Background: an optimization exercise with open tools, aiming at small area, a short achievable clock period and few clock cycles. Do not read the settings as production practice.
Function was checked by simulation only, so behaviour that the tests miss may differ from the original.

==> flow/design.v (excerpt) <==
module produto_escalar (
    input  logic         clk_i,
    input  logic         rst_i,
    input  logic         iniciar,
    input  logic [31:0]  a0, a1, a2, a3, a4, a5, a6, a7,
    input  logic [31:0]  b0, b1, b2, b3, b4, b5, b6, b7,
    output logic [63:0]  resultado,
    output logic         concluido
);
  logic        iniciar_prev;
  logic [9:1]  fase;           
  logic [31:0] a_r;
  logic [15:0] one_r, dif_r, neg_r;
  logic [63:0] prod0, prod1, prod2;
  wire ocupado = |fase;
  wire inicio  = iniciar & ~iniciar_prev & ~ocupado;
  always_ff @(posedge clk_i) begin
    if (rst_i) begin
      iniciar_prev <= 1'b0;
      fase         <= 9'd0;
      concluido    <= 1'b0;
    end else begin
      iniciar_prev <= iniciar;
      fase         <= {fase[8:1], inicio};
      if (inicio)       concluido <= 1'b0;
      else if (fase[9]) concluido <= 1'b1;
    end
  end
  wire [31:0] a_sel = ({32{inicio}}   & a0) | ({32{fase[1]}} & a1) |
                      ({32{fase[2]}} & a2) | ({32{fase[3]}} & a3) |
                      ({32{fase[4]}} & a4) | ({32{fase[5]}} & a5) |
                      ({32{fase[6]}} & a6) | ({32{fase[7]}} & a7);
  wire [31:0] b_sel = ({32{~ocupado}} & b0) | ({32{fase[1]}} & b1) |
                      ({32{fase[2]}} & b2) | ({32{fase[3]}} & b3) |
                      ({32{fase[4]}} & b4) | ({32{fase[5]}} & b5) |
                      ({32{fase[6]}} & b6) | ({32{fase[7]}} & b7);
  wire [15:0] one_d, dif_d, neg_d;
  assign one_d[0] = b_sel[0] ^ 1'b0;
  assign dif_d[0] = b_sel[1] ^ b_sel[0];
  assign neg_d[0] = b_sel[1];
  ...
Size in the first run: ~340 flip-flops, ~580 I/O pins, about 0.036 mm² of cells after synthesis.
==> flow/config.mk <==
export PLATFORM = sky130hd
export DESIGN_NAME = produto_escalar
export DESIGN_NICKNAME = produto_escalar
export VERILOG_FILES = /design/flow/design.v
export SDC_FILE = /design/flow/constraint.sdc
export NUM_CORES = 4
export LEC_CHECK = 0
export CAP_MARGIN = 20
export CORE_MARGIN = 2
export CORE_UTILIZATION = 40
export SLEW_MARGIN = 20
export SYNTH_HIERARCHICAL = 1
export SYNTH_MINIMUM_KEEP_SIZE = 0
export BUFFER_PORTS_ARGS = -buffer_cell sky130_fd_sc_hd__buf_1
==> flow/constraint.sdc <==
create_clock -name core_clock -period 11.5 [get_ports {clk_i}]
set_input_delay 2.3000 -clock core_clock [delete_from_list [all_inputs] [get_ports {clk_i}]]
set_output_delay 2.3000 -clock core_clock [all_outputs]
set_load 0.01 [all_outputs]
standard.sh (not shown) runs the stock make flow with config.mk's settings and CLKGATE_MAP_FILE= SYNTH_SCRIPT=/design/flow/synth_recipe.tcl, a recipe that flattens the netlist after the stock synthesis.
==> flow/flow/run.sh <==
#!/bin/bash
set -e
echo 'export BUFFER_PORTS_ARGS = -buffer_cell sky130_fd_sc_hd__buf_1' >> config.mk
bash standard.sh SETUP_SLACK_MARGIN=7.8 finish > standard.log 2>&1
Testbench counts at the start, summed over its fixed seeds: cycles 26,400.
Edit:
--- a/flow/config.mk
+++ b/flow/config.mk
@@ -9,3 +9,3 @@
 export CORE_MARGIN = 2
-export CORE_UTILIZATION = 40
+export CORE_UTILIZATION = 33
 export SLEW_MARGIN = 20
Synthesized cell count does not change. Die area went up by about 20%. Sequential share of layout area went down by 0.19 points. Via count stays flat. Setup slack gains 43 ps. Cell area went up by 1.2%.

* * *

Another version of the RTL of produto_escalar (not shown whole).
Size: roughly 3200 cells after synthesis, about 340 flip-flops, about 580 I/O pins.
clock: 11.5 ns
lec_check: 0
cap_margin: 20
core_margin: 2
core_utilization: 33
slew_margin: 20
synth_hierarchical: 1
synth_minimum_keep_size: 0
buffer_ports_args: -buffer_cell sky130_fd_sc_hd__buf_1
==> flow/flow/run.sh <==
#!/bin/bash
set -e
echo 'export BUFFER_PORTS_ARGS = -buffer_cell sky130_fd_sc_hd__buf_1' >> config.mk
bash standard.sh SETUP_SLACK_MARGIN=7.95 finish > standard.log 2>&1
The baseline finished clean.
Testbench counts at the start, summed over its fixed seeds: cycles 26,400.
Next try:
==> flow/flow/run.sh (replaced) <==
#!/bin/bash
set -e
echo 'export BUFFER_PORTS_ARGS = -buffer_cell sky130_fd_sc_hd__buf_1' >> config.mk
bash standard.sh SETUP_SLACK_MARGIN=8.1 finish > standard.log 2>&1
The changed run completed without violations.
Wire length grows slightly.
Non-clock buffer count increases by 106.
Core utilization came out higher by 2.4 points.

port drivers added, routing unchanged:
Ports are ideal in the flow. The routed layouts listed here were re-timed in OpenROAD. Step 1: set_driving_cell puts a clkbuf_16 on clk_i and a buf_2 on each other input, an assumption about the parent block. Step 2 times the ports against the registers' clock, not the clock port: input delays grow and output delays shrink by t, the midpoint of the rising clock arrivals with the driver on. Three values: no drivers, after step 1, after step 2; two values: the first two.
run	t, ns	slack for setup (ns)	latest minus earliest clock arrival (ns)	worst data-port slew with drivers (ns)
the first run of note 1	0.653	7.792 / 7.792 / 7.389	0.020 / 0.020	0.27
the second run of note 1	0.706	7.835 / 7.823 / 7.683	0.024 / 0.024	0.21
the first run of note 2	0.661	7.941 / 7.909 / 7.363	0.027 / 0.027	0.15
the second run of note 2	0.681	8.038 / 8.023 / 7.490	0.015 / 0.015	0.21
After both steps every run listed still meets setup and hold. The setup slack of the first run of note 2, which loses most, moves by -0.032 ns with the drivers and by -0.578 ns with both steps.
